Background: an optimization exercise with open tools, aiming at small area. Do not read the settings as production practice. In this exercise RTL edits were held to simulation tests only and were not proved equivalent to the original. Power and IR drop assume default switching activity.

==> flow/design.v, too long to show whole: its modules and the start of the top module <==
// module turn_points_rom: 1738 lines
module turn_points_rom(
    input                   clk,
    input                   reset,
    input                   load_raw,
    input [ 1:0]            song,
    input [10:0]            refer_x, refer_y,
    input [ 9:0]            current_block_x, current_block_y,
    input [ 9:0]            x1, y1, x2, y2,
    output reg              fail,
    output                  is_road,
    output [2:0]            debug
    );
  // ...
==> flow/run.sh <==
#!/bin/bash
# synth_recipe.tcl (not shown) runs the flow's synth.tcl, then flattens the netlist and writes it again
# the make line also repeats each setting of config.mk as NAME=value (left out here)
make -C /OpenROAD-flow-scripts/flow DESIGN_CONFIG=/design/flow/config.mk WORK_HOME=/design/flow/orfs CLKGATE_MAP_FILE= SYNTH_SCRIPT=/design/flow/synth_recipe.tcl finish
==> flow/config.mk <==
export PLATFORM = sky130hd
export DESIGN_NAME = turn_points_rom
export DESIGN_NICKNAME = turn_points_rom
export VERILOG_FILES = /design/flow/design.v
export SDC_FILE = /design/flow/constraint.sdc
export NUM_CORES = 8
export LEC_CHECK = 0
export CAP_MARGIN = 20
export CORE_MARGIN = 2
export CORE_UTILIZATION = 40
export SLEW_MARGIN = 20
export SYNTH_MEMORY_MAX_BITS = 16384
==> flow/constraint.sdc <==
create_clock -name core_clock -period 10.0 [get_ports {clk}]
set_input_delay 2.0000 -clock core_clock [delete_from_list [all_inputs] [get_ports {clk}]]
set_output_delay 2.0000 -clock core_clock [all_outputs]
set_load 0.01 [all_outputs]
==> flow_summary.ini, run 1 <==
[outcome]
status = timing/DRC/antenna clean

[global_routing]
grt_use_met3 = 0.153
grt_busiest_layer = met2
grt_pass1_wl_mm = 394
antenna_found_initial = 16

[power_and_ir_drop]
p_int_mw = 6.15
ir_drop_mv = 0.294
p_comb_frac = 0.670
p_clk_mw = 1.67
power.density_nw_per_um2 = 327
p_leak_nw = 16.5

[synthesis]
synth_nets = 6429
synthMuxAreaShare = 0.0378
post_synth_most_frequent_cells = nor2_1 (627), nand2_1 (569), a21oi_1 (503), o21ai_0 (482), clkbuf_1 (481)
ys_seq_area_frac = 0.193
async_flop_share = 0.0300
synth-compound-area-share = 0.392
yosysTopAreaCell = edfxtp_1
synthSimpleGateAreaFrac = 0.234
synth_fa_ha_area_frac = 0.0424

[floorplanning]
die_h_um = 334
core_sq_um = 107000

[timing]
holdWs_ns = 0.643
clock_skew_ns = 0.0438
rsz0062_at_grt = false

[clock_tree]
cts_buffer_depth = 3
cts_setup_buffers = 0
clk_latency_ns = 0.71

[placement]
dp_hpwl_mm = 214
dp.cells = 7330
gp_congestion = 1.09

[layout]
final_common_cell = nor2_1
seq-cell-share = 0.178
layout_common_cells = nor2_1 (624), nand2_1 (568), a21oi_1 (503)
buf_share = 0.0637
final_cells = 7419
area_growth_pct = 8.66

[critical_path]
path_depth = 15
startpoint = current_block_x[1]
worstSetupEndpointType = output port

[routing]
vias = 55700
wl_met1_mm = 97.9
==> run 2, diff against run 1 <==
--- a/flow/design.v
+++ b/flow/design.v
@@ -52,34 +52,35 @@
     reg        isc12;
     reg        isc13;
     reg        isc14;
     reg        isc15;
     reg        isc16;
     reg        isc17;
     reg        isc18;
     reg        isc19;
-    reg        issp1, al1;
-    reg        issp2, al2;
-    reg        issp3, al3;
-    reg        issp4, al4;
-    reg        issp5, al5;
-    reg        issp6, al6;
-    reg        issp7, al7;
-    reg        issp8, al8;
-    reg        issp9, al9;
-    reg        issp10, al10;
-    reg        issp11, al11;
-    reg        issp12, al12;
-    reg        issp13, al13;
-    reg        issp14, al14;
-    reg        issp15, al15;
-    reg        issp16, al16;
-    reg        issp17, al17;
-    reg        issp18, al18;
+    reg        al1;
+    reg        al2;
+    reg        al3;
+    reg        al4;
+    reg        al5;
+    reg        al6;
+    reg        al7;
+    reg        al8;
+    reg        al9;
+    reg        al10;
+    reg        al11;
+    reg        al12;
+    reg        al13;
+    reg        al14;
+    reg        al15;
+    reg        al16;
+    reg        al17;
+    reg        al18;
+    reg  [4:0] sp_pos;    
     assign debug = {shift_enable, load_raw, fail};
     wire [11:0] rxs = {1'b0, refer_x} + 12'd21;
     wire [11:0] rys = {1'b0, refer_y} + 12'd16;
     assign shift_enable = ({2'b0, prvx} <= rxs) & ({2'b0, pry} <= rys);
     reg [5:0] dlt;
     always @(*) begin
         case ({wsong, cnt})
             {2'd0, 9'd1}: dlt = 6'd4;
@@ -1383,23 +1384,23 @@
             {2'd3, 9'd236}: dlt = 6'd4;
             {2'd3, 9'd237}: dlt = 6'd4;
             {2'd3, 9'd238}: dlt = 6'd4;
             {2'd3, 9'd239}: dlt = 6'd40;
             {2'd3, 9'd240}: dlt = 6'd20;
             default: dlt = 6'bxxxxxx;
         endcase
     end
-    reg [8:0] len; reg lastd; reg [9:0] c17x, c17y, spend;
+    reg [8:0] len; reg lastd; reg [9:0] c17x, c17y, spendx, spendy;
     always @(*) begin
         case (wsong)
-            2'd0: begin len = 9'd454; lastd = 1'b1; c17x = 10'd51; c17y = 10'd48; spend = 10'd762; end
-            2'd1: begin len = 9'd429; lastd = 1'b0; c17x = 10'd46; c17y = 10'd39; spend = 10'd644; end
-            2'd2: begin len = 9'd187; lastd = 1'b0; c17x = 10'd50; c17y = 10'd39; spend = 10'd446; end
-            2'd3: begin len = 9'd241; lastd = 1'b0; c17x = 10'd54; c17y = 10'd50; spend = 10'd443; end
+            2'd0: begin len = 9'd454; lastd = 1'b1; c17x = 10'd51; c17y = 10'd48; spendx = 10'd747; spendy = 10'd762; end
+            2'd1: begin len = 9'd429; lastd = 1'b0; c17x = 10'd46; c17y = 10'd39; spendx = 10'd644; spendy = 10'd617; end
+            2'd2: begin len = 9'd187; lastd = 1'b0; c17x = 10'd50; c17y = 10'd39; spendx = 10'd446; spendy = 10'd399; end
+            2'd3: begin len = 9'd241; lastd = 1'b0; c17x = 10'd54; c17y = 10'd50; spendx = 10'd443; spendy = 10'd378; end
         endcase
     end
     wire is17  = (cnt == 9'd17);
     wire is0   = (cnt == 9'd0);
     wire past  = (cnt >= len);
     wire islast = (cnt == len - 9'd1);
     wire sdir  = islast ? lastd : ~cnt[0];    
     wire t     = phi;                          
@@ -1411,35 +1412,27 @@
             nx = 10'd10; ny = 10'd7;
         end else if (past) begin
             nx = 10'd0; ny = 10'd0;
         end else begin
             nx = curx + (sdir ? 10'd0 : {4'd0, dlt});
             ny = cury + (sdir ? {4'd0, dlt} : 10'd0);
         end
     end
-    reg n_isc, n_issp, n_al;
+    reg n_al;
     always @(*) begin
-        n_isc = 1'b0; n_issp = 1'b0;
-        if (is17) begin
-            n_isc = 1'b1;
-            n_al = (c17y == cury) ^ t;
-        end else if (is0) begin
-            n_issp = t; n_al = 1'b0;
-        end else if (past) begin
-            n_al = (cnt != len);
-        end else if (islast) begin
-            n_issp = 1'b1; n_al = (t == lastd);
-        end else begin
-            n_al = (t == sdir);
-        end
+        if (is17)      n_al = (c17y == cury);
+        else if (past) n_al = (cnt != len);
+        else           n_al = (t == sdir);
     end
+    wire n_isc = is17;
+    wire n_sp  = is0 | (islast & ~past);
     wire [9:0] n_own  = t ? ny : nx;         
     wire [9:0] n_lend = t ? cury : curx;     
-    wire       n_bank = n_isc | (n_issp & n_al);
+    wire       n_bank = is17 | (islast & ~past);
     always @(posedge clk or posedge reset) begin
         if (reset) cnt <= 9'd17;
         else if (load) cnt <= 9'd17;
         else if (shift_enable) cnt <= cnt + 9'd1;
     end
     always @(posedge clk) begin
         load <= load_raw;
         if (load) begin
@@ -1526,60 +1519,61 @@
                 s13 <= 10'd17;
                 s14 <= 10'd22;
                 s15 <= 10'd15;
                 s16 <= 10'd14;
                 s17 <= 10'd7;
                 s18 <= 10'd10;
             end
             endcase
-            isc1 <= 1'b0; issp1 <= 1'b0; al1 <= 1'b1;
-            isc2 <= 1'b0; issp2 <= 1'b0; al2 <= 1'b1;
-            isc3 <= 1'b0; issp3 <= 1'b0; al3 <= 1'b1;
-            isc4 <= 1'b0; issp4 <= 1'b0; al4 <= 1'b1;
-            isc5 <= 1'b0; issp5 <= 1'b0; al5 <= 1'b1;
-            isc6 <= 1'b0; issp6 <= 1'b0; al6 <= 1'b1;
-            isc7 <= 1'b0; issp7 <= 1'b0; al7 <= 1'b1;
-            isc8 <= 1'b0; issp8 <= 1'b0; al8 <= 1'b1;
-            isc9 <= 1'b0; issp9 <= 1'b0; al9 <= 1'b1;
-            isc10 <= 1'b0; issp10 <= 1'b0; al10 <= 1'b1;
-            isc11 <= 1'b0; issp11 <= 1'b0; al11 <= 1'b1;
-            isc12 <= 1'b0; issp12 <= 1'b0; al12 <= 1'b1;
-            isc13 <= 1'b0; issp13 <= 1'b0; al13 <= 1'b1;
-            isc14 <= 1'b0; issp14 <= 1'b0; al14 <= 1'b1;
-            isc15 <= 1'b0; issp15 <= 1'b0; al15 <= 1'b1;
-            isc16 <= 1'b0; issp16 <= 1'b0; al16 <= 1'b1;
-            isc17 <= 1'b0; issp17 <= 1'b0; al17 <= 1'b1;
-            isc18 <= 1'b0; issp18 <= 1'b0; al18 <= 1'b0;
+            isc1 <= 1'b0; al1 <= 1'b1;
+            isc2 <= 1'b0; al2 <= 1'b1;
+            isc3 <= 1'b0; al3 <= 1'b1;
+            isc4 <= 1'b0; al4 <= 1'b1;
+            isc5 <= 1'b0; al5 <= 1'b1;
+            isc6 <= 1'b0; al6 <= 1'b1;
+            isc7 <= 1'b0; al7 <= 1'b1;
+            isc8 <= 1'b0; al8 <= 1'b1;
+            isc9 <= 1'b0; al9 <= 1'b1;
+            isc10 <= 1'b0; al10 <= 1'b1;
+            isc11 <= 1'b0; al11 <= 1'b1;
+            isc12 <= 1'b0; al12 <= 1'b1;
+            isc13 <= 1'b0; al13 <= 1'b1;
+            isc14 <= 1'b0; al14 <= 1'b1;
+            isc15 <= 1'b0; al15 <= 1'b1;
+            isc16 <= 1'b0; al16 <= 1'b1;
+            isc17 <= 1'b0; al17 <= 1'b1;
+            isc18 <= 1'b0; al18 <= 1'b0;
             isc19 <= 1'b0;
+            sp_pos <= 5'd0;
         end else if (shift_enable) begin
             phi <= ~phi;
-            if (is17) spwrap <= spwrap;
-            if (islast & ~past) spwrap <= 1'b0;
-            if (is0) spwrap <= 1'b1;
+            if (n_sp) begin
+                spwrap <= is0; sp_pos <= 5'd1;
+            end else if (sp_pos != 5'd0 && sp_pos != 5'd19) sp_pos <= sp_pos + 5'd1;
             curx <= nx; cury <= ny; prvx <= curx; pry <= cury;
             s1 <= n_bank ? n_lend : n_own;
-            isc1 <= n_isc; issp1 <= n_issp; al1 <= n_al;
-            s2 <= s1; isc2 <= isc1; issp2 <= issp1; al2 <= al1;
-            s3 <= s2; isc3 <= isc2; issp3 <= issp2; al3 <= al2;
-            s4 <= s3; isc4 <= isc3; issp4 <= issp3; al4 <= al3;
-            s5 <= s4; isc5 <= isc4; issp5 <= issp4; al5 <= al4;
-            s6 <= s5; isc6 <= isc5; issp6 <= issp5; al6 <= al5;
-            s7 <= s6; isc7 <= isc6; issp7 <= issp6; al7 <= al6;
-            s8 <= s7; isc8 <= isc7; issp8 <= issp7; al8 <= al7;
-            s9 <= s8; isc9 <= isc8; issp9 <= issp8; al9 <= al8;
-            s10 <= s9; isc10 <= isc9; issp10 <= issp9; al10 <= al9;
-            s11 <= s10; isc11 <= isc10; issp11 <= issp10; al11 <= al10;
-            s12 <= s11; isc12 <= isc11; issp12 <= issp11; al12 <= al11;
-            s13 <= s12; isc13 <= isc12; issp13 <= issp12; al13 <= al12;
-            s14 <= s13; isc14 <= isc13; issp14 <= issp13; al14 <= al13;
-            s15 <= s14; isc15 <= isc14; issp15 <= issp14; al15 <= al14;
-            s16 <= s15; isc16 <= isc15; issp16 <= issp15; al16 <= al15;
-            s17 <= s16; isc17 <= isc16; issp17 <= issp16; al17 <= al16;
-            s18 <= s17; isc18 <= isc17; issp18 <= issp17; al18 <= al17;
+            isc1 <= n_isc; al1 <= n_al;
+            s2 <= s1; isc2 <= isc1; al2 <= al1;
+            s3 <= s2; isc3 <= isc2; al3 <= al2;
+            s4 <= s3; isc4 <= isc3; al4 <= al3;
+            s5 <= s4; isc5 <= isc4; al5 <= al4;
+            s6 <= s5; isc6 <= isc5; al6 <= al5;
+            s7 <= s6; isc7 <= isc6; al7 <= al6;
+            s8 <= s7; isc8 <= isc7; al8 <= al7;
+            s9 <= s8; isc9 <= isc8; al9 <= al8;
+            s10 <= s9; isc10 <= isc9; al10 <= al9;
+            s11 <= s10; isc11 <= isc10; al11 <= al10;
+            s12 <= s11; isc12 <= isc11; al12 <= al11;
+            s13 <= s12; isc13 <= isc12; al13 <= al12;
+            s14 <= s13; isc14 <= isc13; al14 <= al13;
+            s15 <= s14; isc15 <= isc14; al15 <= al14;
+            s16 <= s15; isc16 <= isc15; al16 <= al15;
+            s17 <= s16; isc17 <= isc16; al17 <= al16;
+            s18 <= s17; isc18 <= isc17; al18 <= al17;
             s19 <= s18; isc19 <= isc18;
         end
     end
     function [1:0] cmp;   
         input [9:0] u, v;
         integer i;
         reg ge, gt;
         begin
@@ -1600,19 +1594,27 @@
     function [5:0] cmp3;
         input [9:0] c, a, b, v;
         cmp3 = {cmp(c, v), cmp(a, v), cmp(b, v)};
     endfunction
     wire [5:0] c17_x = cmp3(current_block_x, x1, x2, c17x);
     wire [5:0] c17_y = cmp3(current_block_y, y1, y2, c17y);
     wire [5:0] c17_e = phi ? c17_y : c17_x;    
     wire [5:0] c17_o = phi ? c17_x : c17_y;
-    wire       sp_t = spwrap ? 1'b0 : lastd;
-    wire [9:0] sp_v = spwrap ? 10'd10 : spend;
-    wire [5:0] sp = sp_t ? cmp3(current_block_y, y1, y2, sp_v) : cmp3(current_block_x, x1, x2, sp_v);
+    wire [2:0] c17_le = {c17_x[4] & c17_y[4], c17_x[2] & c17_y[2], c17_x[0] & c17_y[0]};
+    wire [2:0] c17_ge = {c17_x[5] & c17_y[5], c17_x[3] & c17_y[3], c17_x[1] & c17_y[1]};
+    wire       c17_cond = c17_y[4] & c17_x[5] & c17_x[4];    
+    wire [9:0] spx = spwrap ? 10'd10 : spendx;
+    wire [9:0] spy = spwrap ? 10'd7  : spendy;
+    wire [5:0] sp_x = cmp3(current_block_x, x1, x2, spx);
+    wire [5:0] sp_y = cmp3(current_block_y, y1, y2, spy);
+    wire [2:0] sp_le = {sp_x[4] & sp_y[4], sp_x[2] & sp_y[2], sp_x[0] & sp_y[0]};
+    wire [2:0] sp_ge = {sp_x[5] & sp_y[5], sp_x[3] & sp_y[3], sp_x[1] & sp_y[1]};
+    wire       sp_gey = sp_y[5];
+    wire       wrap_road = (current_block_y <= 10'd7) & (current_block_x == 10'd10);
     wire [5:0] S1 = cmp3(ocx, oax, obx, s1);
     wire [5:0] S2 = cmp3(ecx, eax, ebx, s2);
     wire [5:0] S3 = cmp3(ocx, oax, obx, s3);
     wire [5:0] S4 = cmp3(ecx, eax, ebx, s4);
     wire [5:0] S5 = cmp3(ocx, oax, obx, s5);
     wire [5:0] S6 = cmp3(ecx, eax, ebx, s6);
     wire [5:0] S7 = cmp3(ocx, oax, obx, s7);
     wire [5:0] S8 = cmp3(ecx, eax, ebx, s8);
@@ -1624,116 +1626,170 @@
     wire [5:0] S14 = cmp3(ecx, eax, ebx, s14);
     wire [5:0] S15 = cmp3(ocx, oax, obx, s15);
     wire [5:0] S16 = cmp3(ecx, eax, ebx, s16);
     wire [5:0] S17 = cmp3(ocx, oax, obx, s17);
     wire [5:0] S18 = cmp3(ecx, eax, ebx, s18);
     wire [5:0] S19 = cmp3(ocx, oax, obx, s19);
     wire [9:0] oth1 = phi ? cury : curx;    
     wire [5:0] S1o = cmp3(ecx, eax, ebx, oth1);
-    wire [5:0] E1 = isc1 ? c17_o : (issp1 & al1) ? sp : S1;
-    wire [5:0] O1 = S1o;
-    wire r1 = isc1 ? al1 : (al1 ^ (issp1 & spwrap));
-    wire [5:0] E2 = isc2 ? c17_e : (issp2 & al2) ? sp : S2;
-    wire [5:0] O2 = isc2 ? c17_o : (issp2 & ~al2) ? sp : al2 ? (isc3 ? c17_o : S3) : S1;
-    wire r2 = isc2 ? al2 : (al2 ^ (issp2 & spwrap));
-    wire [5:0] E3 = isc3 ? c17_o : (issp3 & al3) ? sp : S3;
-    wire [5:0] O3 = isc3 ? c17_e : (issp3 & ~al3) ? sp : al3 ? (isc4 ? c17_e : S4) : S2;
-    wire r3 = isc3 ? al3 : (al3 ^ (issp3 & spwrap));
-    wire [5:0] E4 = isc4 ? c17_e : (issp4 & al4) ? sp : S4;
-    wire [5:0] O4 = isc4 ? c17_o : (issp4 & ~al4) ? sp : al4 ? (isc5 ? c17_o : S5) : S3;
-    wire r4 = isc4 ? al4 : (al4 ^ (issp4 & spwrap));
-    wire [5:0] E5 = isc5 ? c17_o : (issp5 & al5) ? sp : S5;
-    wire [5:0] O5 = isc5 ? c17_e : (issp5 & ~al5) ? sp : al5 ? (isc6 ? c17_e : S6) : S4;
-    wire r5 = isc5 ? al5 : (al5 ^ (issp5 & spwrap));
-    wire [5:0] E6 = isc6 ? c17_e : (issp6 & al6) ? sp : S6;
-    wire [5:0] O6 = isc6 ? c17_o : (issp6 & ~al6) ? sp : al6 ? (isc7 ? c17_o : S7) : S5;
-    wire r6 = isc6 ? al6 : (al6 ^ (issp6 & spwrap));
-    wire [5:0] E7 = isc7 ? c17_o : (issp7 & al7) ? sp : S7;
-    wire [5:0] O7 = isc7 ? c17_e : (issp7 & ~al7) ? sp : al7 ? (isc8 ? c17_e : S8) : S6;
-    wire r7 = isc7 ? al7 : (al7 ^ (issp7 & spwrap));
-    wire [5:0] E8 = isc8 ? c17_e : (issp8 & al8) ? sp : S8;
-    wire [5:0] O8 = isc8 ? c17_o : (issp8 & ~al8) ? sp : al8 ? (isc9 ? c17_o : S9) : S7;
-    wire r8 = isc8 ? al8 : (al8 ^ (issp8 & spwrap));
-    wire [5:0] E9 = isc9 ? c17_o : (issp9 & al9) ? sp : S9;
-    wire [5:0] O9 = isc9 ? c17_e : (issp9 & ~al9) ? sp : al9 ? (isc10 ? c17_e : S10) : S8;
-    wire r9 = isc9 ? al9 : (al9 ^ (issp9 & spwrap));
-    wire [5:0] E10 = isc10 ? c17_e : (issp10 & al10) ? sp : S10;
-    wire [5:0] O10 = isc10 ? c17_o : (issp10 & ~al10) ? sp : al10 ? (isc11 ? c17_o : S11) : S9;
-    wire r10 = isc10 ? al10 : (al10 ^ (issp10 & spwrap));
-    wire [5:0] E11 = isc11 ? c17_o : (issp11 & al11) ? sp : S11;
-    wire [5:0] O11 = isc11 ? c17_e : (issp11 & ~al11) ? sp : al11 ? (isc12 ? c17_e : S12) : S10;
-    wire r11 = isc11 ? al11 : (al11 ^ (issp11 & spwrap));
-    wire [5:0] E12 = isc12 ? c17_e : (issp12 & al12) ? sp : S12;
-    wire [5:0] O12 = isc12 ? c17_o : (issp12 & ~al12) ? sp : al12 ? (isc13 ? c17_o : S13) : S11;
-    wire r12 = isc12 ? al12 : (al12 ^ (issp12 & spwrap));
-    wire [5:0] E13 = isc13 ? c17_o : (issp13 & al13) ? sp : S13;
-    wire [5:0] O13 = isc13 ? c17_e : (issp13 & ~al13) ? sp : al13 ? (isc14 ? c17_e : S14) : S12;
-    wire r13 = isc13 ? al13 : (al13 ^ (issp13 & spwrap));
-    wire [5:0] E14 = isc14 ? c17_e : (issp14 & al14) ? sp : S14;
-    wire [5:0] O14 = isc14 ? c17_o : (issp14 & ~al14) ? sp : al14 ? (isc15 ? c17_o : S15) : S13;
-    wire r14 = isc14 ? al14 : (al14 ^ (issp14 & spwrap));
-    wire [5:0] E15 = isc15 ? c17_o : (issp15 & al15) ? sp : S15;
-    wire [5:0] O15 = isc15 ? c17_e : (issp15 & ~al15) ? sp : al15 ? (isc16 ? c17_e : S16) : S14;
-    wire r15 = isc15 ? al15 : (al15 ^ (issp15 & spwrap));
-    wire [5:0] E16 = isc16 ? c17_e : (issp16 & al16) ? sp : S16;
-    wire [5:0] O16 = isc16 ? c17_o : (issp16 & ~al16) ? sp : al16 ? (isc17 ? c17_o : S17) : S15;
-    wire r16 = isc16 ? al16 : (al16 ^ (issp16 & spwrap));
-    wire [5:0] E17 = isc17 ? c17_o : (issp17 & al17) ? sp : S17;
-    wire [5:0] O17 = isc17 ? c17_e : (issp17 & ~al17) ? sp : al17 ? (isc18 ? c17_e : S18) : S16;
-    wire r17 = isc17 ? al17 : (al17 ^ (issp17 & spwrap));
-    wire [5:0] E18 = isc18 ? c17_e : (issp18 & al18) ? sp : S18;
-    wire [5:0] O18 = isc18 ? c17_o : (issp18 & ~al18) ? sp : al18 ? (isc19 ? c17_o : S19) : S17;
-    wire r18 = isc18 ? al18 : (al18 ^ (issp18 & spwrap));
-    wire in1_1 = E1[2] & O1[2] & O2[3] & E2[3];
-    wire in2_1 = E1[0] & O1[0] & O2[1] & E2[1];
-    wire road1 = r1 ? (O2[5] & E1[4] & O1[5] & O1[4]) : (E2[5] & O1[4] & E1[5] & E1[4]);
-    wire in1_2 = E2[2] & O2[2] & O3[3] & E3[3];
-    wire in2_2 = E2[0] & O2[0] & O3[1] & E3[1];
-    wire road2 = r2 ? (O3[5] & E2[4] & O2[5] & O2[4]) : (E3[5] & O2[4] & E2[5] & E2[4]);
-    wire in1_3 = E3[2] & O3[2] & O4[3] & E4[3];
-    wire in2_3 = E3[0] & O3[0] & O4[1] & E4[1];
-    wire road3 = r3 ? (O4[5] & E3[4] & O3[5] & O3[4]) : (E4[5] & O3[4] & E3[5] & E3[4]);
-    wire in1_4 = E4[2] & O4[2] & O5[3] & E5[3];
-    wire in2_4 = E4[0] & O4[0] & O5[1] & E5[1];
-    wire road4 = r4 ? (O5[5] & E4[4] & O4[5] & O4[4]) : (E5[5] & O4[4] & E4[5] & E4[4]);
-    wire in1_5 = E5[2] & O5[2] & O6[3] & E6[3];
-    wire in2_5 = E5[0] & O5[0] & O6[1] & E6[1];
-    wire road5 = r5 ? (O6[5] & E5[4] & O5[5] & O5[4]) : (E6[5] & O5[4] & E5[5] & E5[4]);
-    wire in1_6 = E6[2] & O6[2] & O7[3] & E7[3];
-    wire in2_6 = E6[0] & O6[0] & O7[1] & E7[1];
-    wire road6 = r6 ? (O7[5] & E6[4] & O6[5] & O6[4]) : (E7[5] & O6[4] & E6[5] & E6[4]);
-    wire in1_7 = E7[2] & O7[2] & O8[3] & E8[3];
-    wire in2_7 = E7[0] & O7[0] & O8[1] & E8[1];
-    wire road7 = r7 ? (O8[5] & E7[4] & O7[5] & O7[4]) : (E8[5] & O7[4] & E7[5] & E7[4]);
-    wire in1_8 = E8[2] & O8[2] & O9[3] & E9[3];
-    wire in2_8 = E8[0] & O8[0] & O9[1] & E9[1];
-    wire road8 = r8 ? (O9[5] & E8[4] & O8[5] & O8[4]) : (E9[5] & O8[4] & E8[5] & E8[4]);
-    wire in1_9 = E9[2] & O9[2] & O10[3] & E10[3];
-    wire in2_9 = E9[0] & O9[0] & O10[1] & E10[1];
-    wire road9 = r9 ? (O10[5] & E9[4] & O9[5] & O9[4]) : (E10[5] & O9[4] & E9[5] & E9[4]);
-    wire in1_10 = E10[2] & O10[2] & O11[3] & E11[3];
-    wire in2_10 = E10[0] & O10[0] & O11[1] & E11[1];
-    wire road10 = r10 ? (O11[5] & E10[4] & O10[5] & O10[4]) : (E11[5] & O10[4] & E10[5] & E10[4]);
-    wire in1_11 = E11[2] & O11[2] & O12[3] & E12[3];
-    wire in2_11 = E11[0] & O11[0] & O12[1] & E12[1];
-    wire road11 = r11 ? (O12[5] & E11[4] & O11[5] & O11[4]) : (E12[5] & O11[4] & E11[5] & E11[4]);
-    wire in1_12 = E12[2] & O12[2] & O13[3] & E13[3];
-    wire in2_12 = E12[0] & O12[0] & O13[1] & E13[1];
-    wire road12 = r12 ? (O13[5] & E12[4] & O12[5] & O12[4]) : (E13[5] & O12[4] & E12[5] & E12[4]);
-    wire in1_13 = E13[2] & O13[2] & O14[3] & E14[3];
-    wire in2_13 = E13[0] & O13[0] & O14[1] & E14[1];
-    wire road13 = r13 ? (O14[5] & E13[4] & O13[5] & O13[4]) : (E14[5] & O13[4] & E13[5] & E13[4]);
-    wire in1_14 = E14[2] & O14[2] & O15[3] & E15[3];
-    wire in2_14 = E14[0] & O14[0] & O15[1] & E15[1];
-    wire road14 = r14 ? (O15[5] & E14[4] & O14[5] & O14[4]) : (E15[5] & O14[4] & E14[5] & E14[4]);
-    wire in1_15 = E15[2] & O15[2] & O16[3] & E16[3];
-    wire in2_15 = E15[0] & O15[0] & O16[1] & E16[1];
-    wire road15 = r15 ? (O16[5] & E15[4] & O15[5] & O15[4]) : (E16[5] & O15[4] & E15[5] & E15[4]);
-    wire in1_16 = E16[2] & O16[2] & O17[3] & E17[3];
-    wire in2_16 = E16[0] & O16[0] & O17[1] & E17[1];
-    wire road16 = r16 ? (O17[5] & E16[4] & O16[5] & O16[4]) : (E17[5] & O16[4] & E16[5] & E16[4]);
-    wire in1_17 = E17[2] & O17[2] & O18[3] & E18[3];
-    wire in2_17 = E17[0] & O17[0] & O18[1] & E18[1];
-    wire road17 = r17 ? (O18[5] & E17[4] & O17[5] & O17[4]) : (E18[5] & O17[4] & E17[5] & E17[4]);
+    wire isp1 = (sp_pos == 5'd1);
+    wire [5:0] H1 = S1o;
+    wire [2:0] LEn1 = {S1[4] & H1[4], S1[2] & H1[2], S1[0] & H1[0]};
+    wire [2:0] GEn1 = {S1[5] & H1[5], S1[3] & H1[3], S1[1] & H1[1]};
+    wire [2:0] LE1 = isc1 ? c17_le : isp1 ? sp_le : LEn1;
+    wire [2:0] GE1 = isc1 ? c17_ge : isp1 ? sp_ge : GEn1;
+    wire isp2 = (sp_pos == 5'd2);
+    wire [5:0] H2 = al2 ? (isc3 ? c17_o : S3) : S1;
+    wire [2:0] LEn2 = {S2[4] & H2[4], S2[2] & H2[2], S2[0] & H2[0]};
+    wire [2:0] GEn2 = {S2[5] & H2[5], S2[3] & H2[3], S2[1] & H2[1]};
+    wire [2:0] LE2 = isc2 ? c17_le : isp2 ? sp_le : LEn2;
+    wire [2:0] GE2 = isc2 ? c17_ge : isp2 ? sp_ge : GEn2;
+    wire gey2 = isp2 ? sp_gey : ((phi ^ 1'b0) ? S2[5] : H2[5]);
+    wire isp3 = (sp_pos == 5'd3);
+    wire [5:0] H3 = al3 ? (isc4 ? c17_e : S4) : S2;
+    wire [2:0] LEn3 = {S3[4] & H3[4], S3[2] & H3[2], S3[0] & H3[0]};
+    wire [2:0] GEn3 = {S3[5] & H3[5], S3[3] & H3[3], S3[1] & H3[1]};
+    wire [2:0] LE3 = isc3 ? c17_le : isp3 ? sp_le : LEn3;
+    wire [2:0] GE3 = isc3 ? c17_ge : isp3 ? sp_ge : GEn3;
+    wire gey3 = isp3 ? sp_gey : ((phi ^ 1'b1) ? S3[5] : H3[5]);
+    wire isp4 = (sp_pos == 5'd4);
+    wire [5:0] H4 = al4 ? (isc5 ? c17_o : S5) : S3;
+    wire [2:0] LEn4 = {S4[4] & H4[4], S4[2] & H4[2], S4[0] & H4[0]};
+    wire [2:0] GEn4 = {S4[5] & H4[5], S4[3] & H4[3], S4[1] & H4[1]};
+    wire [2:0] LE4 = isc4 ? c17_le : isp4 ? sp_le : LEn4;
+    wire [2:0] GE4 = isc4 ? c17_ge : isp4 ? sp_ge : GEn4;
+    wire gey4 = isp4 ? sp_gey : ((phi ^ 1'b0) ? S4[5] : H4[5]);
+    wire isp5 = (sp_pos == 5'd5);
+    wire [5:0] H5 = al5 ? (isc6 ? c17_e : S6) : S4;
+    wire [2:0] LEn5 = {S5[4] & H5[4], S5[2] & H5[2], S5[0] & H5[0]};
+    wire [2:0] GEn5 = {S5[5] & H5[5], S5[3] & H5[3], S5[1] & H5[1]};
+    wire [2:0] LE5 = isc5 ? c17_le : isp5 ? sp_le : LEn5;
+    wire [2:0] GE5 = isc5 ? c17_ge : isp5 ? sp_ge : GEn5;
+    wire gey5 = isp5 ? sp_gey : ((phi ^ 1'b1) ? S5[5] : H5[5]);
+    wire isp6 = (sp_pos == 5'd6);
+    wire [5:0] H6 = al6 ? (isc7 ? c17_o : S7) : S5;
+    wire [2:0] LEn6 = {S6[4] & H6[4], S6[2] & H6[2], S6[0] & H6[0]};
+    wire [2:0] GEn6 = {S6[5] & H6[5], S6[3] & H6[3], S6[1] & H6[1]};
+    wire [2:0] LE6 = isc6 ? c17_le : isp6 ? sp_le : LEn6;
+    wire [2:0] GE6 = isc6 ? c17_ge : isp6 ? sp_ge : GEn6;
+    wire gey6 = isp6 ? sp_gey : ((phi ^ 1'b0) ? S6[5] : H6[5]);
+    wire isp7 = (sp_pos == 5'd7);
+    wire [5:0] H7 = al7 ? (isc8 ? c17_e : S8) : S6;
+    wire [2:0] LEn7 = {S7[4] & H7[4], S7[2] & H7[2], S7[0] & H7[0]};
+    wire [2:0] GEn7 = {S7[5] & H7[5], S7[3] & H7[3], S7[1] & H7[1]};
+    wire [2:0] LE7 = isc7 ? c17_le : isp7 ? sp_le : LEn7;
+    wire [2:0] GE7 = isc7 ? c17_ge : isp7 ? sp_ge : GEn7;
+    wire gey7 = isp7 ? sp_gey : ((phi ^ 1'b1) ? S7[5] : H7[5]);
+    wire isp8 = (sp_pos == 5'd8);
+    wire [5:0] H8 = al8 ? (isc9 ? c17_o : S9) : S7;
+    wire [2:0] LEn8 = {S8[4] & H8[4], S8[2] & H8[2], S8[0] & H8[0]};
+    wire [2:0] GEn8 = {S8[5] & H8[5], S8[3] & H8[3], S8[1] & H8[1]};
+    wire [2:0] LE8 = isc8 ? c17_le : isp8 ? sp_le : LEn8;
+    wire [2:0] GE8 = isc8 ? c17_ge : isp8 ? sp_ge : GEn8;
+    wire gey8 = isp8 ? sp_gey : ((phi ^ 1'b0) ? S8[5] : H8[5]);
+    wire isp9 = (sp_pos == 5'd9);
+    wire [5:0] H9 = al9 ? (isc10 ? c17_e : S10) : S8;
+    wire [2:0] LEn9 = {S9[4] & H9[4], S9[2] & H9[2], S9[0] & H9[0]};
+    wire [2:0] GEn9 = {S9[5] & H9[5], S9[3] & H9[3], S9[1] & H9[1]};
+    wire [2:0] LE9 = isc9 ? c17_le : isp9 ? sp_le : LEn9;
+    wire [2:0] GE9 = isc9 ? c17_ge : isp9 ? sp_ge : GEn9;
+    wire gey9 = isp9 ? sp_gey : ((phi ^ 1'b1) ? S9[5] : H9[5]);
+    wire isp10 = (sp_pos == 5'd10);
+    wire [5:0] H10 = al10 ? (isc11 ? c17_o : S11) : S9;
+    wire [2:0] LEn10 = {S10[4] & H10[4], S10[2] & H10[2], S10[0] & H10[0]};
+    wire [2:0] GEn10 = {S10[5] & H10[5], S10[3] & H10[3], S10[1] & H10[1]};
+    wire [2:0] LE10 = isc10 ? c17_le : isp10 ? sp_le : LEn10;
+    wire [2:0] GE10 = isc10 ? c17_ge : isp10 ? sp_ge : GEn10;
+    wire gey10 = isp10 ? sp_gey : ((phi ^ 1'b0) ? S10[5] : H10[5]);
+    wire isp11 = (sp_pos == 5'd11);
+    wire [5:0] H11 = al11 ? (isc12 ? c17_e : S12) : S10;
+    wire [2:0] LEn11 = {S11[4] & H11[4], S11[2] & H11[2], S11[0] & H11[0]};
+    wire [2:0] GEn11 = {S11[5] & H11[5], S11[3] & H11[3], S11[1] & H11[1]};
+    wire [2:0] LE11 = isc11 ? c17_le : isp11 ? sp_le : LEn11;
+    wire [2:0] GE11 = isc11 ? c17_ge : isp11 ? sp_ge : GEn11;
+    wire gey11 = isp11 ? sp_gey : ((phi ^ 1'b1) ? S11[5] : H11[5]);
+    wire isp12 = (sp_pos == 5'd12);
+    wire [5:0] H12 = al12 ? (isc13 ? c17_o : S13) : S11;
+    wire [2:0] LEn12 = {S12[4] & H12[4], S12[2] & H12[2], S12[0] & H12[0]};
+    wire [2:0] GEn12 = {S12[5] & H12[5], S12[3] & H12[3], S12[1] & H12[1]};
+    wire [2:0] LE12 = isc12 ? c17_le : isp12 ? sp_le : LEn12;
+    wire [2:0] GE12 = isc12 ? c17_ge : isp12 ? sp_ge : GEn12;
+    wire gey12 = isp12 ? sp_gey : ((phi ^ 1'b0) ? S12[5] : H12[5]);
+    wire isp13 = (sp_pos == 5'd13);
+    wire [5:0] H13 = al13 ? (isc14 ? c17_e : S14) : S12;
+    wire [2:0] LEn13 = {S13[4] & H13[4], S13[2] & H13[2], S13[0] & H13[0]};
+    wire [2:0] GEn13 = {S13[5] & H13[5], S13[3] & H13[3], S13[1] & H13[1]};
+    wire [2:0] LE13 = isc13 ? c17_le : isp13 ? sp_le : LEn13;
+    wire [2:0] GE13 = isc13 ? c17_ge : isp13 ? sp_ge : GEn13;
+    wire gey13 = isp13 ? sp_gey : ((phi ^ 1'b1) ? S13[5] : H13[5]);
+    wire isp14 = (sp_pos == 5'd14);
+    wire [5:0] H14 = al14 ? (isc15 ? c17_o : S15) : S13;
+    wire [2:0] LEn14 = {S14[4] & H14[4], S14[2] & H14[2], S14[0] & H14[0]};
+    wire [2:0] GEn14 = {S14[5] & H14[5], S14[3] & H14[3], S14[1] & H14[1]};
+    wire [2:0] LE14 = isc14 ? c17_le : isp14 ? sp_le : LEn14;
+    wire [2:0] GE14 = isc14 ? c17_ge : isp14 ? sp_ge : GEn14;
+    wire gey14 = isp14 ? sp_gey : ((phi ^ 1'b0) ? S14[5] : H14[5]);
+    wire isp15 = (sp_pos == 5'd15);
+    wire [5:0] H15 = al15 ? (isc16 ? c17_e : S16) : S14;
+    wire [2:0] LEn15 = {S15[4] & H15[4], S15[2] & H15[2], S15[0] & H15[0]};
+    wire [2:0] GEn15 = {S15[5] & H15[5], S15[3] & H15[3], S15[1] & H15[1]};
+    wire [2:0] LE15 = isc15 ? c17_le : isp15 ? sp_le : LEn15;
+    wire [2:0] GE15 = isc15 ? c17_ge : isp15 ? sp_ge : GEn15;
+    wire gey15 = isp15 ? sp_gey : ((phi ^ 1'b1) ? S15[5] : H15[5]);
+    wire isp16 = (sp_pos == 5'd16);
+    wire [5:0] H16 = al16 ? (isc17 ? c17_o : S17) : S15;
+    wire [2:0] LEn16 = {S16[4] & H16[4], S16[2] & H16[2], S16[0] & H16[0]};
+    wire [2:0] GEn16 = {S16[5] & H16[5], S16[3] & H16[3], S16[1] & H16[1]};
+    wire [2:0] LE16 = isc16 ? c17_le : isp16 ? sp_le : LEn16;
+    wire [2:0] GE16 = isc16 ? c17_ge : isp16 ? sp_ge : GEn16;
+    wire gey16 = isp16 ? sp_gey : ((phi ^ 1'b0) ? S16[5] : H16[5]);
+    wire isp17 = (sp_pos == 5'd17);
+    wire [5:0] H17 = al17 ? (isc18 ? c17_e : S18) : S16;
+    wire [2:0] LEn17 = {S17[4] & H17[4], S17[2] & H17[2], S17[0] & H17[0]};
+    wire [2:0] GEn17 = {S17[5] & H17[5], S17[3] & H17[3], S17[1] & H17[1]};
+    wire [2:0] LE17 = isc17 ? c17_le : isp17 ? sp_le : LEn17;
+    wire [2:0] GE17 = isc17 ? c17_ge : isp17 ? sp_ge : GEn17;
+    wire gey17 = isp17 ? sp_gey : ((phi ^ 1'b1) ? S17[5] : H17[5]);
+    wire isp18 = (sp_pos == 5'd18);
+    wire [5:0] H18 = al18 ? (isc19 ? c17_o : S19) : S17;
+    wire [2:0] LEn18 = {S18[4] & H18[4], S18[2] & H18[2], S18[0] & H18[0]};
+    wire [2:0] GEn18 = {S18[5] & H18[5], S18[3] & H18[3], S18[1] & H18[1]};
+    wire [2:0] LE18 = isc18 ? c17_le : isp18 ? sp_le : LEn18;
+    wire [2:0] GE18 = isc18 ? c17_ge : isp18 ? sp_ge : GEn18;
+    wire gey18 = isp18 ? sp_gey : ((phi ^ 1'b0) ? S18[5] : H18[5]);
+    wire [2:0] in1 = LE1 & GE2;
+    wire road1 = isc1 ? (al1 ? in1[2] : (gey2 & c17_cond)) : (isp1 & spwrap) ? wrap_road : in1[2];
+    wire [2:0] in2 = LE2 & GE3;
+    wire road2 = isc2 ? (al2 ? in2[2] : (gey3 & c17_cond)) : (isp2 & spwrap) ? wrap_road : in2[2];
+    wire [2:0] in3 = LE3 & GE4;
+    wire road3 = isc3 ? (al3 ? in3[2] : (gey4 & c17_cond)) : (isp3 & spwrap) ? wrap_road : in3[2];
+    wire [2:0] in4 = LE4 & GE5;
+    wire road4 = isc4 ? (al4 ? in4[2] : (gey5 & c17_cond)) : (isp4 & spwrap) ? wrap_road : in4[2];
+    wire [2:0] in5 = LE5 & GE6;
+    wire road5 = isc5 ? (al5 ? in5[2] : (gey6 & c17_cond)) : (isp5 & spwrap) ? wrap_road : in5[2];
+    wire [2:0] in6 = LE6 & GE7;
+    wire road6 = isc6 ? (al6 ? in6[2] : (gey7 & c17_cond)) : (isp6 & spwrap) ? wrap_road : in6[2];
+    wire [2:0] in7 = LE7 & GE8;
+    wire road7 = isc7 ? (al7 ? in7[2] : (gey8 & c17_cond)) : (isp7 & spwrap) ? wrap_road : in7[2];
+    wire [2:0] in8 = LE8 & GE9;
+    wire road8 = isc8 ? (al8 ? in8[2] : (gey9 & c17_cond)) : (isp8 & spwrap) ? wrap_road : in8[2];
+    wire [2:0] in9 = LE9 & GE10;
+    wire road9 = isc9 ? (al9 ? in9[2] : (gey10 & c17_cond)) : (isp9 & spwrap) ? wrap_road : in9[2];
+    wire [2:0] in10 = LE10 & GE11;
+    wire road10 = isc10 ? (al10 ? in10[2] : (gey11 & c17_cond)) : (isp10 & spwrap) ? wrap_road : in10[2];
+    wire [2:0] in11 = LE11 & GE12;
+    wire road11 = isc11 ? (al11 ? in11[2] : (gey12 & c17_cond)) : (isp11 & spwrap) ? wrap_road : in11[2];
+    wire [2:0] in12 = LE12 & GE13;
+    wire road12 = isc12 ? (al12 ? in12[2] : (gey13 & c17_cond)) : (isp12 & spwrap) ? wrap_road : in12[2];
+    wire [2:0] in13 = LE13 & GE14;
+    wire road13 = isc13 ? (al13 ? in13[2] : (gey14 & c17_cond)) : (isp13 & spwrap) ? wrap_road : in13[2];
+    wire [2:0] in14 = LE14 & GE15;
+    wire road14 = isc14 ? (al14 ? in14[2] : (gey15 & c17_cond)) : (isp14 & spwrap) ? wrap_road : in14[2];
+    wire [2:0] in15 = LE15 & GE16;
+    wire road15 = isc15 ? (al15 ? in15[2] : (gey16 & c17_cond)) : (isp15 & spwrap) ? wrap_road : in15[2];
+    wire [2:0] in16 = LE16 & GE17;
+    wire road16 = isc16 ? (al16 ? in16[2] : (gey17 & c17_cond)) : (isp16 & spwrap) ? wrap_road : in16[2];
+    wire [2:0] in17 = LE17 & GE18;
+    wire road17 = isc17 ? (al17 ? in17[2] : (gey18 & c17_cond)) : (isp17 & spwrap) ? wrap_road : in17[2];
     assign is_road = road1 | road2 | road3 | road4 | road5 | road6 | road7 | road8 | road9 | road10 | road11 | road12 | road13 | road14 | road15 | road16 | road17;
-    always @(posedge clk) fail <= ~(in1_1 | in2_1 | in1_2 | in2_2 | in1_3 | in2_3 | in1_4 | in2_4 | in1_5 | in2_5 | in1_6 | in2_6 | in1_7 | in2_7 | in1_8 | in2_8 | in1_9 | in2_9 | in1_10 | in2_10 | in1_11 | in2_11 | in1_12 | in2_12 | in1_13 | in2_13 | in1_14 | in2_14 | in1_15 | in2_15 | in1_16 | in2_16 | in1_17 | in2_17 | shift_enable);
+    always @(posedge clk) fail <= ~(in1[1] | in1[0] | in2[1] | in2[0] | in3[1] | in3[0] | in4[1] | in4[0] | in5[1] | in5[0] | in6[1] | in6[0] | in7[1] | in7[0] | in8[1] | in8[0] | in9[1] | in9[0] | in10[1] | in10[0] | in11[1] | in11[0] | in12[1] | in12[0] | in13[1] | in13[0] | in14[1] | in14[0] | in15[1] | in15[0] | in16[1] | in16[0] | in17[1] | in17[0] | shift_enable);
 endmodule
==> flow/flow/run.sh (new file) <==
#!/bin/bash
# Own layout flow: the standard synthesis (same script, same register mapping) with
# two changes to the combinational mapping: Yosys's extract_fa (half/full adder cells)
# is skipped and ABC runs the area-oriented script flow/abc.script instead of ORFS's
# delay script. Then the standard layout steps, with port buffers of buf_2.
set -euo pipefail
W=$(pwd)
F=$W/flow
python3 - "$FLOW_HOME/scripts/synth.tcl" "$W/synth_area.tcl" "$F/abc.script" <<'PY'
import sys
src, dst, script = sys.argv[1:4]
s = open(src).read()
old = "  log_cmd abc {*}$abc_args\n"
assert s.count(old) == 1
new = ("  set abc_args [lreplace $abc_args 1 1 " + script + "]\n"
       "  set i [lsearch $abc_args -D]\n"
       "  if { $i >= 0 } { set abc_args [lreplace $abc_args $i [expr {$i + 1}]] }\n" + old)
s = s.replace(old, new)
old = "  extract_fa {*}[dont_use_extract_fa_args]\n"
assert s.count(old) == 1
s = s.replace(old, "")
open(dst, "w").write(s)
PY
python3 - "$W/synth_recipe.tcl" "$W/synth_top.tcl" "$W/synth_area.tcl" <<'PY'
import sys
src, dst, inner = sys.argv[1:4]
s = open(src).read()
old = "source $::env(SCRIPTS_DIR)/synth.tcl"
assert s.count(old) == 1
open(dst, "w").write(s.replace(old, "source " + inner))
PY
make -C "$FLOW_HOME" DESIGN_CONFIG="$W/config.mk" WORK_HOME="$W/orfs" CLKGATE_MAP_FILE= \
    SYNTH_SCRIPT="$W/synth_top.tcl" synth > "$W/synth.log" 2>&1
bash standard.sh "BUFFER_PORTS_ARGS=-buffer_cell sky130_fd_sc_hd__buf_2" "CTS_ARGS=-sink_clustering_enable -repair_clock_nets -buf_list sky130_fd_sc_hd__clkbuf_4 -dont_use_dummy_load -sink_clustering_size 10 -sink_clustering_max_diameter 50" finish > "$W/layout.log" 2>&1
==> flow/flow/abc.script (new file) <==
strash
balance -l
resub -K 6 -l
rewrite -l
resub -K 6 -N 2 -l
refactor -l
resub -K 8 -l
balance -l
resub -K 8 -N 2 -l
rewrite -l
resub -K 10 -l
rewrite -z -l
resub -K 10 -N 2 -l
balance -l
resub -K 12 -l
refactor -z -l
resub -K 12 -N 2 -l
rewrite -z -l
balance -l
&get -n
&get -n
&deepsyn -T 120
&put
dch -f
amap
topo
==> flow/standard.sh (new file) <==
#!/bin/bash
# synth_recipe.tcl (not shown) runs the flow's synth.tcl, then flattens the netlist and writes it again
# the make line also repeats each setting of config.mk as NAME=value (left out here)
make -C /OpenROAD-flow-scripts/flow DESIGN_CONFIG=/design/flow/config.mk WORK_HOME=/design/flow/orfs CLKGATE_MAP_FILE= SYNTH_SCRIPT=/design/flow/synth_recipe.tcl "${@:-finish}"
==> flow/config.mk (replaced) <==
export PLATFORM = sky130hd
export DESIGN_NAME = turn_points_rom
export DESIGN_NICKNAME = turn_points_rom
export VERILOG_FILES = /design/flow/design.v
export SDC_FILE = /design/flow/constraint.sdc
export NUM_CORES = 8
export LEC_CHECK = 0
export CAP_MARGIN = 20
export CORE_MARGIN = 2
export CORE_UTILIZATION = 40
export CTS_BUF_LIST = sky130_fd_sc_hd__clkbuf_4
export SETUP_SLACK_MARGIN = 0.4
export SLEW_MARGIN = 20
export SYNTH_MEMORY_MAX_BITS = 16384
removed: flow/run.sh
==> run 2 against run 1 <==
Net effect: still clean; critical path depth is 9 higher; sequential power fell by 48%; setup slack gained 0.0039 ns; non-clock buffer count down 92.
==> flow_summary.ini, run 2 <==
[timing]
finalCriticalPeriod_ns = 9.49
setup_viol_count_final = 0
rsz0062_at_grt = false
tns_ns = 0
clock_skew_ns = 0.165
slew_headroom = 0.0454
fmax_mhz = 105
period_share = 0.949
holdWs_ns = 0.477
drv_slew = 0
worstMarginPinSlew_ns = 1.43
hold_viol_final = 0

[power_and_ir_drop]
ir_drop_mv = 0.0983
power.density_nw_per_um2 = 198
power_mw = 6.28
p_leak_nw = 10.7

[synthesis]
ys.flop_type = edfxtp_1
async_flop_share = 0.0314
ys_warn_count = 1
netlist_instances = 4142
ys_seq_area_frac = 0.287
post_synth_most_frequent_cells = nor2_1 (903), clkinv_1 (630), o22ai_1 (352), o21ai_0 (316), nand2_1 (274)
synth_xor_area_frac = 0
synth_seq_cells = 287
synthMuxAreaShare = 0
synth_top_cell_area_share = 0.247
synth_nets = 4229
synthSimpleGateAreaFrac = 0.225
synth_top_family_by_area = compound AO/OA/AOI/OAI gates
yosysTopAreaCell = edfxtp_1
ys_top_cells_by_area = edfxtp_1 (25%), nor2_1 (12%), clkinv_1 (8.4%), o22ai_1 (7.8%), o21ai_0 (5.6%)
synth-compound-area-share = 0.404
synth_edf_count = 233
ys_types = 61
synth_most_common_cell = nor2_1
synth_fa_ha_area_frac = 0
netlist_area_sq_um = 28300
avgSynthCellArea_sq_um = 6.83

[clock_tree]
cts_buffer_depth = 3
cts_tree = done
clockRootBuffer = clkbuf_4
cts_setup_buffers = 0
htree_levels = 2
cts_made_buffers = 48
numClockSinks = 287
clk_latency_ns = 0.94
clk_pin_slew_ns = 0.10
post_cts_resize_count = 0
holdBufCountCts = 0

[global_routing]
grt_pass1_wl_mm = 268
grt_pass1_vias = 36900
grt_max_degree = 113
grt-ovfl-total = 0
antenna_found_initial = 13
grt_usage = 0.506

[floorplanning]
die_h_um = 270
core_sq_um = 70000
rows = 97
die-area_sq_um = 72900
dieWidth_um = 270
ioPinCount = 92
start_util = 0.404

[layout]
drive_above_1_share = 0.0760
num-fill-cells = 7488
seqCellArea_sq_um = 8130
area_growth_pct = 12.2
layout.nets = 4547
final_common_cell = nor2_1
final_core_util = 0.454
final_cells = 5407
multiInputGateArea_sq_um = 17900
layout_common_cells = nor2_1 (899), clkinv_1 (628), o22ai_1 (349)

[routing]
wl_per_cell_um = 35.6
via_per_inst = 7.42
drt-initial-drc-count = 7832
drc = 0
drt-total-wl_mm = 193
drt_first_pass_iters = 12
ant_nets = 0
vias = 40100

[critical_path]
critPathLaunchType = flip-flop
path_max_fanout = 11
worstSetupEndpointType = output port
critPathRequiredTime_ns = 8.00
path_class = flip-flop to output port
crit_arrival_ns = 7.49

[hold_path]
hold_class = flip-flop to flip-flop

[placement]
gp_congestion = 1.16
dp.cells = 5346
dp_hpwl_mm = 149
io_buffer_count = 91

[outcome]
status = timing/DRC/antenna clean

[run]
max-cap-violations = 0
run 2: cell count changes in the layout (fill, tap and decap cells not counted), moves of 187 or more:
cell      delta
clkinv_1   +605
nand2_1    -295
nor2_1     +275
a21oi_1    -240
inv_1      -202
o22ai_1    +187
run 2: metal layers:
metal	part of all wire	track usage	vias to the layer above	routed length [um]
li1	-	-	16400	-
met2	0.39	0.722	3899	76100
met3	0.15	0.172	1092	28300
met4	0.11	0.423	10	20800
met5	0.00036	0	-	70
met1	0.35	0.611	18700	67500
run 2: critical path: stages, from the launching register on:
cell      delay, ns
edfxtp_1       0.70
clkinv_1       0.60
nor2_1         0.58
nor2_1         0.13
clkinv_1       0.27
nor2_1         0.14
nor3_1         0.14
o21ai_0        0.12
o41ai_1        0.28
buf_4          0.21
clkinv_1       0.08
o22ai_1        0.22
clkinv_1       0.40
a221oi_1       0.45
nor3_1         0.08
a221oi_1       0.30
nor2_1         0.09
nor4_1         0.38
nand3b_1       0.12
nor4b_1        0.40
o21ai_0        0.16
nor2b_1        0.25
nand2_1        0.09
nand2b_1       0.17
buf_2          0.16
run 2: layout make-up:
class,instances,area share
Clock buffer,48,0.0113
Sequential cell,287,0.256
Antenna cell,9,0.000709
Tap cell,940,0.0370
Multi-Input combinational cell,3222,0.563
Inverter,630,0.0745
Timing Repair Buffer,271,0.0574
run 2: final timing paths:
kind | from | endpoint | slack (ns) | cells after the start
max | wsong[0] | is_road | 0.51 | 24
min | sp_pos[4] | sp_pos[4] | 0.48 | 1
max reg2reg | cnt[0] | s1[9] | 2.19 | 34
min reg2reg | sp_pos[4] | sp_pos[4] | 0.48 | 1
max in group asynchronous | reset | cnt[0] | 8.70 | 2
min in group asynchronous | reset | cnt[1] | 1.05 | 2
run 2: where the power goes:
group	internal [mW]	switching (mW)	leakage [nW]
Clock	0.217	0.487	0.221
Combinational	1.05	2.75	7.42
Sequential	1.52	0.257	3.05
Total	2.79	3.50	10.7
run 2: stage by stage:
stage / setup WS (ns) / area (sq um)
after floorplan: 0.963 / 28300
after global placement: 1.16 / 31300
after detailed placement: 1.04 / 31400
after CTS: 0.845 / 31700
after global routing: 0.402 / 31700
final: 0.510 / 31800
run 2: cells by family after synthesis:
kind of cell           after synthesis
flip-flops                         287
AND/OR/NAND/NOR                   1516
buffers and inverters              633
AO/OA/AOI/OAI                     1706
==> run 3, diff against run 2 <==
--- a/flow/flow/run.sh
+++ b/flow/flow/run.sh
@@ -33,2 +33,2 @@
     SYNTH_SCRIPT="$W/synth_top.tcl" synth > "$W/synth.log" 2>&1
-bash standard.sh "BUFFER_PORTS_ARGS=-buffer_cell sky130_fd_sc_hd__buf_2" "CTS_ARGS=-sink_clustering_enable -repair_clock_nets -buf_list sky130_fd_sc_hd__clkbuf_4 -dont_use_dummy_load -sink_clustering_size 10 -sink_clustering_max_diameter 50" finish > "$W/layout.log" 2>&1
+bash standard.sh "BUFFER_PORTS_ARGS=-buffer_cell sky130_fd_sc_hd__buf_2" finish > "$W/layout.log" 2>&1
--- a/flow/flow/abc.script
+++ b/flow/flow/abc.script
@@ -20,3 +20,2 @@
 &get -n
-&get -n
 &deepsyn -T 120
@@ -24,3 +23,3 @@
 dch -f
-amap
+map -a
 topo
--- a/flow/config.mk
+++ b/flow/config.mk
@@ -11,3 +11,3 @@
 export CTS_BUF_LIST = sky130_fd_sc_hd__clkbuf_4
-export SETUP_SLACK_MARGIN = 0.4
+export SETUP_SLACK_MARGIN = 0.3
 export SLEW_MARGIN = 20
==> run 3 against run 2 <==
Net effect: still clean on timing, DRC and antenna; critical path type unchanged; highest routed layer unchanged; largest power group unchanged; die area grew 1.1%; critical path depth shrank 4; clock-buffer cell count increased by 78; design area grew 2.7%; synthesized cell count grew 5.3%.
==> flow_summary.ini, run 3 <==
[routing]
drc = 0
via_per_inst = 7.25
wl_per_cell_um = 34.7
drt_first_pass_iters = 9
ant_nets = 0
vias = 41500
drt-total-wl_mm = 199
drt-initial-drc-count = 8058

[critical_path]
r2r-start = cnt[3]
max_stage_delay_ns = 0.65
crit_buf_inv = 6
crit_arrival_ns = 7.47
critPathRequiredTime_ns = 8.00
worstSetupEndpointType = output port
startpoint = wsong[1]
r2r_slack_ns = 2.38
path_class = flip-flop to output port
path_cells = clkinv_1, nor2_1, clkinv_1, o22ai_1, clkinv_1, a21oi_1, o211ai_1, o21ai_1, clkinv_1, nand2_1, buf_4, o22ai_1, nor2_1, a21oi_1, a211oi_1, o2111ai_1, a21oi_1, nor4b_1, o221ai_1, buf_2
cp_top_family = compound AO/OA/AOI/OAI gates
critPathLaunchType = flip-flop
path_max_fanout = 15
cpMostUsedCell = clkinv_1
crit_slowest_cell = nor2_1

[layout]
layout_common_cells = clkinv_1 (769), nor2_1 (663), nand2_1 (554)
final_common_cell = clkinv_1
final_core_util = 0.459
drive_above_1_share = 0.0892
final_cell_area_sq_um = 32600
area_growth_pct = 14.0
layout.nets = 4780

[floorplanning]
start_util = 0.402
ioPinCount = 92
dieWidth_um = 271
core_sq_um = 71100
die_h_um = 271
die-area_sq_um = 73700
rows = 98

[timing]
drv_slew = 0
setup_viol_count_final = 0
tns_ns = 0
period_share = 0.947
slew_headroom = 0.129
rsz0062_at_grt = false
worstMarginPinSlew_ns = 1.30
clock_skew_ns = 0.0782
fmax_mhz = 106
hold_viol_final = 0
finalCriticalPeriod_ns = 9.47

[global_routing]
grt_usage = 0.516
grt_max_degree = 149
grt_pass1_wl_mm = 274
grt_pass1_vias = 37100
antenna_found_initial = 19
grt-ovfl-total = 0

[synthesis]
netlist_instances = 4360
netlist_area_sq_um = 28600
synth_most_common_cell = clkinv_1
yosysTopAreaCell = edfxtp_1
ys_types = 50
synth_seq_cells = 287
ys_seq_area_frac = 0.284
synth_edf_count = 233
post_synth_most_frequent_cells = clkinv_1 (747), nor2_1 (665), nand2_1 (554), o21ai_0 (448), a21oi_1 (357)
ys_warn_count = 1
avgSynthCellArea_sq_um = 6.56
ys_top_cells_by_area = edfxtp_1 (24%), clkinv_1 (9.8%), nor2_1 (8.7%), o21ai_0 (7.8%), nand2_1 (7.3%)
ys.flop_type = edfxtp_1
async_flop_share = 0.0314
synth_nets = 4447
synth_top_cell_area_share = 0.244

[clock_tree]
htree_levels = 3
clk_pin_slew_ns = 0.07
holdBufCountCts = 0
cts_made_buffers = 88
clk_latency_ns = 0.94
cts_buffer_depth = 3
numClockSinks = 287
cts_tree = done
cts_setup_buffers = 0
clockRootBuffer = clkbuf_4
post_cts_resize_count = 0

[hold_path]
hold_start = sp_pos[3]
hold_class = flip-flop to flip-flop

[run]
max-cap-violations = 0

[power_and_ir_drop]
power.density_nw_per_um2 = 218
ir_drop_mv = 0.131
p_leak_nw = 11.4

[outcome]
status = timing/DRC/antenna clean

[placement]
gp_congestion = 1.18
place_area_sq_um = 31500
dp_hpwl_mm = 153
io_buffer_count = 91
## run 3: changes by cell type in the layout (fill, tap and decap cells not counted), moves of 65 or more
cell	previous run	this run
a21oi_1	263	356
a22oi_1	77	149
clkbuf_4	48	128
clkinv_1	628	769
nand2_1	273	554
nand3_1	43	108
nor2_1	899	663
o21ai_0	312	398
## run 3: cell families (layout without fill, tap and decap cells)
group	after synthesis	count (layout)	synth area share
AND/OR/NAND/NOR	1510	1510	0.215
XOR/XNOR	9	9	0.00275
flip-flops	287	287	0.284
adder cells (fa/ha/maj)	1	1	0.000350
other	0	13	0
buffers and inverters	750	1153	0.0988
AO/OA/AOI/OAI	1803	1803	0.400
## run 3: final cells by class
type / instances / area, sq um
Timing Repair Buffer: 246 / 1630
Clock inverter: 34 / 180
Tap cell: 950 / 1190
Fill cell: 7655 / 38500
Antenna cell: 13 / 32.5
Sequential cell: 287 / 8130
Multi-Input combinational cell: 3323 / 17700
Clock buffer: 126 / 946
Inverter: 747 / 2820
## run 3: routing by layer
layer | track usage | up-vias | routed length, um
li1 | - | 17000 | -
met1 | 0.638 | 19200 | 70700
met2 | 0.704 | 4171 | 75000
met3 | 0.235 | 1207 | 34000
met4 | 0.370 | 16 | 18800
met5 | 0 | - | 138
## run 3: worst paths after layout
path,end,depth (start not counted)
min in group asynchronous,cnt[1],2
min reg2reg,sp_pos[3],2
min,sp_pos[3],2
max in group asynchronous,cnt[4],2
max,is_road,20
max reg2reg,s1[9],33
## run 3: per-stage QoR
step                setup slack [ns]  hold slack [ns]  instances  total power, mW
floorplan                      0.333            0.457       4360             3.81
global placement               0.932            0.522       5551             5.54
CTS                            0.823            0.538       5711             6.76
detailed placement             0.898            0.526       5551             5.51
global route                   0.588            0.567       5718             7.23
finish                         0.527            0.538       5726             7.11
## run 3: tightest hold or removal path: stages, from the launching register on
cell and delay, ns:
dfxtp_1 0.34, nor2_1 0.11, nor3_1 0.05
## run 3: report_power, final
group          internal, mW  leakage [nW]  switching (mW)
Clock                 0.591         0.663           0.661
Combinational         0.998          7.66            2.96
Sequential             1.56          3.04           0.343
Total                  3.15          11.4            3.97
==> run 4, diff against run 3 <==
--- a/flow/flow/run.sh
+++ b/flow/flow/run.sh
@@ -33,2 +33,2 @@
     SYNTH_SCRIPT="$W/synth_top.tcl" synth > "$W/synth.log" 2>&1
-bash standard.sh "BUFFER_PORTS_ARGS=-buffer_cell sky130_fd_sc_hd__buf_2" finish > "$W/layout.log" 2>&1
+bash standard.sh "BUFFER_PORTS_ARGS=-buffer_cell sky130_fd_sc_hd__buf_2" "CTS_ARGS=-sink_clustering_enable -repair_clock_nets -buf_list sky130_fd_sc_hd__clkbuf_4 -dont_use_dummy_load -sink_clustering_size 8 -sink_clustering_max_diameter 40" finish > "$W/layout.log" 2>&1
--- a/flow/flow/abc.script
+++ b/flow/flow/abc.script
@@ -20,2 +20,3 @@
 &get -n
+&get -n
 &deepsyn -T 120
@@ -23,3 +24,5 @@
 dch -f
-map -a
+map -D 4000
 topo
+upsize -D 4000
+dnsize -D 4000
--- a/flow/config.mk
+++ b/flow/config.mk
@@ -11,2 +11,3 @@
 export CTS_BUF_LIST = sky130_fd_sc_hd__clkbuf_4
+export GPL_TIMING_DRIVEN = 0
 export SETUP_SLACK_MARGIN = 0.3
==> run 4 against run 3 <==
Net effect: the layout now fails its checks (setup timing); combinational power up 2%; die area about the same; highest routed layer unchanged; design area down 1.5%; register-to-register slack worse by 1.7 ns; global-route usage down 0.89 points; power down 5.1%; clock power down 33%; critical endpoint unchanged.
==> flow_summary.ini, run 4 <==
[outcome]
status = finished with violations
failed_checks = setup timing

[routing]
drc = 0
vias = 40300
wl_per_cell_um = 35.1
drt-total-wl_mm = 195
via_per_inst = 7.26
drt-initial-drc-count = 8081
drt_first_pass_iters = 10
ant_nets = 0

[layout]
multiInputGateArea_sq_um = 18100
area_growth_pct = 12.2
num-fill-cells = 7777
drive_above_1_share = 0.0737
final_core_util = 0.451
final_cells = 5551
seqCellArea_sq_um = 8130
layout_common_cells = clkinv_1 (738), nor2_1 (658), nand2_1 (553)
layout.nets = 4677
final_common_cell = clkinv_1

[clock_tree]
clk_latency_ns = 0.91
cts_made_buffers = 70
holdBufCountCts = 0
clk_pin_slew_ns = 0.08
htree_levels = 3
numClockSinks = 287
cts_buffer_depth = 3
cts_tree = done
clockRootBuffer = clkbuf_4

[timing]
slew_headroom = 0.120
rsz0062_at_grt = false
drv_slew = 0
tns_ns = -0.111
finalCriticalPeriod_ns = 10.11
setup_viol_count_final = 1
period_share = 1.01
fmax_mhz = 98.9
clock_skew_ns = 0.153
hold_viol_final = 0
worst_slack_ns = -0.111
worstMarginPinSlew_ns = 1.31

[synthesis]
synth_seq_cells = 287
ys_warn_count = 1
yosysTopAreaCell = edfxtp_1
synth_top_cell_area_share = 0.244
synth_most_common_cell = clkinv_1
ys_top_cells_by_area = edfxtp_1 (24%), clkinv_1 (9.7%), nor2_1 (8.7%), o21ai_0 (7.8%), nand2_1 (7.3%)
synth_nets = 4447
ys_seq_area_frac = 0.284
ys_types = 57
netlist_instances = 4360
post_synth_most_frequent_cells = clkinv_1 (742), nor2_1 (665), nand2_1 (554), o21ai_0 (447), a21oi_1 (357)
avgSynthCellArea_sq_um = 6.57
ys.flop_type = edfxtp_1
netlist_area_sq_um = 28600
async_flop_share = 0.0314
synth_edf_count = 233

[critical_path]
r2r-start = cnt[5]
r2r_slack_ns = 0.69
crit_arrival_ns = 8.11
path_class = input pin to output port
worstSetupEndpointType = output port
critPathLaunchType = input pin
path_max_fanout = 14
timing.rr.end = s1[9]
critPathRequiredTime_ns = 8.00
r2r_cells = 31

[power_and_ir_drop]
power.density_nw_per_um2 = 210
power_frac_clock = 0.124
p_leak_nw = 10.8
ir_drop_mv = 0.192
power_frac_seq = 0.279
p_int_mw = 2.89
p_switching_mw = 3.86
p_comb_frac = 0.597
p_sw_frac = 0.572

[run]
max-cap-violations = 0

[floorplanning]
ioPinCount = 92
dieWidth_um = 272
start_util = 0.402
die_h_um = 272
core_sq_um = 71200
die-area_sq_um = 73800
rows = 98

[global_routing]
antenna_found_initial = 9
grt-ovfl-total = 0
grt_usage = 0.507
grt_max_degree = 124
grt_pass1_vias = 36000
grt_pass1_wl_mm = 268

[placement]
gp_congestion = 1.14
dp_hpwl_mm = 152
dp.cells = 5463
io_buffer_count = 91

[hold_path]
hold_class = flip-flop to flip-flop
hold_start = al1
whs_path_depth = 2
worstHoldEndpoint = al1
## run 4: cell count changes after synthesis, moves of 2 or more
cell and change:
and2_1 +6, clkinv_1 -5, clkinv_2 +2, and2_2 -6, a21o_1 +4, a21o_2 -4
## run 4: kinds of logic after synthesis
| group | share of synthesized area |
|---|---|
| xor+xnor | 0.00275 |
| compound gates | 0.399 |
| simple gates | 0.214 |
| buf+inv | 0.0998 |
| fa+ha+maj | 0.000350 |
| flops | 0.284 |
## run 4: worst max path at each step
stage | endpoint | slack [ns] | cells after the start | from
final | is_road | -0.11 | 17 | current_block_x[7]
after global routing | is_road | 0.36 | 25 | current_block_y[8]
after CTS | is_road | 0.42 | 20 | wsong[0]
after detailed placement | is_road | 0.31 | 20 | current_block_y[5]
after global placement | is_road | -4.23 | 15 | phi
after floorplan | is_road | 1.94 | 17 | phi
## run 4: critical path, cell delays in order
cell       delay, ns
buf_2           0.17
o21ai_2         0.66
clkinv_1        0.84
o22ai_1         0.41
clkinv_1        0.12
a21oi_1         0.25
o221ai_1        0.33
o21ai_0         0.89
o221ai_1        0.32
nand3_1         0.13
o221ai_1        0.22
a211oi_1        0.30
o2111ai_1       0.20
a21oi_1         0.27
nor4b_1         0.56
o221ai_1        0.24
buf_2           0.19
## run 4: layer usage
layer,vias up,global-route usage,wire [um]
met2,3849,0.665,71500
met3,937,0.269,35200
met1,18800,0.646,72500
met5,-,0.0404,467
met4,12,0.298,15400
li1,16800,-,-
## run 4: power groups by stage
stage	sequential, mW	clock, mW	combinational [mW]
floorplan	1.77	0	2.05
global placement	1.92	0	3.51
detailed placement	1.88	0	3.66
CTS	1.86	0.842	3.67
global route	1.89	0.878	4.11
finish	1.88	0.837	4.03
## run 4: stage by stage
| stage | total power [mW] | area, sq um | hold slack (ns) | setup slack, ns |
|---|---|---|---|---|
| floorplan | 3.81 | 28600 | 0.457 | 1.94 |
| global placement | 5.44 | 30300 | 0.492 | -4.23 |
| detailed placement | 5.54 | 31500 | 0.499 | 0.312 |
| CTS | 6.37 | 32000 | 0.511 | 0.416 |
| global route | 6.87 | 32100 | 0.531 | 0.362 |
| finish | 6.75 | 32100 | 0.502 | -0.111 |
## run 4: area by class of cell
class | count | share of cell area
Antenna cell | 13 | 0.00101
Tap cell | 950 | 0.0370
Clock buffer | 70 | 0.0163
Multi-Input combinational cell | 3323 | 0.562
Sequential cell | 287 | 0.253
Buffer | 3 | 0.000701
Timing Repair Buffer | 158 | 0.0414
Inverter | 747 | 0.0888
## run 4: timing repair
item                                    4_1_cts  5_1_grt
gates resized for setup                       4        4
buffers inserted                              0        4
endpoints found under the setup margin        1        1

port drivers added, routing unchanged:
The results above use ideal ports. As a check the final layouts listed here were re-extracted and re-timed, cells and wires unchanged. Step 1 (the two cells are an assumption about what drives the block):
set clk [get_ports {clk}]
set_driving_cell -lib_cell sky130_fd_sc_hd__clkbuf_16 $clk
set_driving_cell -lib_cell sky130_fd_sc_hd__buf_2 [delete_from_list [all_inputs] $clk]
Step 2 also shifts input and output timing later by t, the mid clock arrival at the registers, as if the neighbouring blocks saw the same clock. Three values: ideal, step 1, step 2; two values: the first two.
run | t (ns) | setup WS [ns] | clock arrival spread, ns
run 1 | 0.758 | 0.506 / 0.482 / 0.482 | 0.045 / 0.045
run 2 | 0.925 | 0.510 / 0.446 / 0.567 | 0.165 / 0.165
run 3 | 0.963 | 0.527 / 0.463 / 0.667 | 0.080 / 0.080
run 4 | 0.899 | -0.111 / -0.132 / -0.132 | 0.153 / 0.154
The setup slack of run 1, which loses most, moves by -0.024 ns with the drivers and by -0.024 ns with both steps.
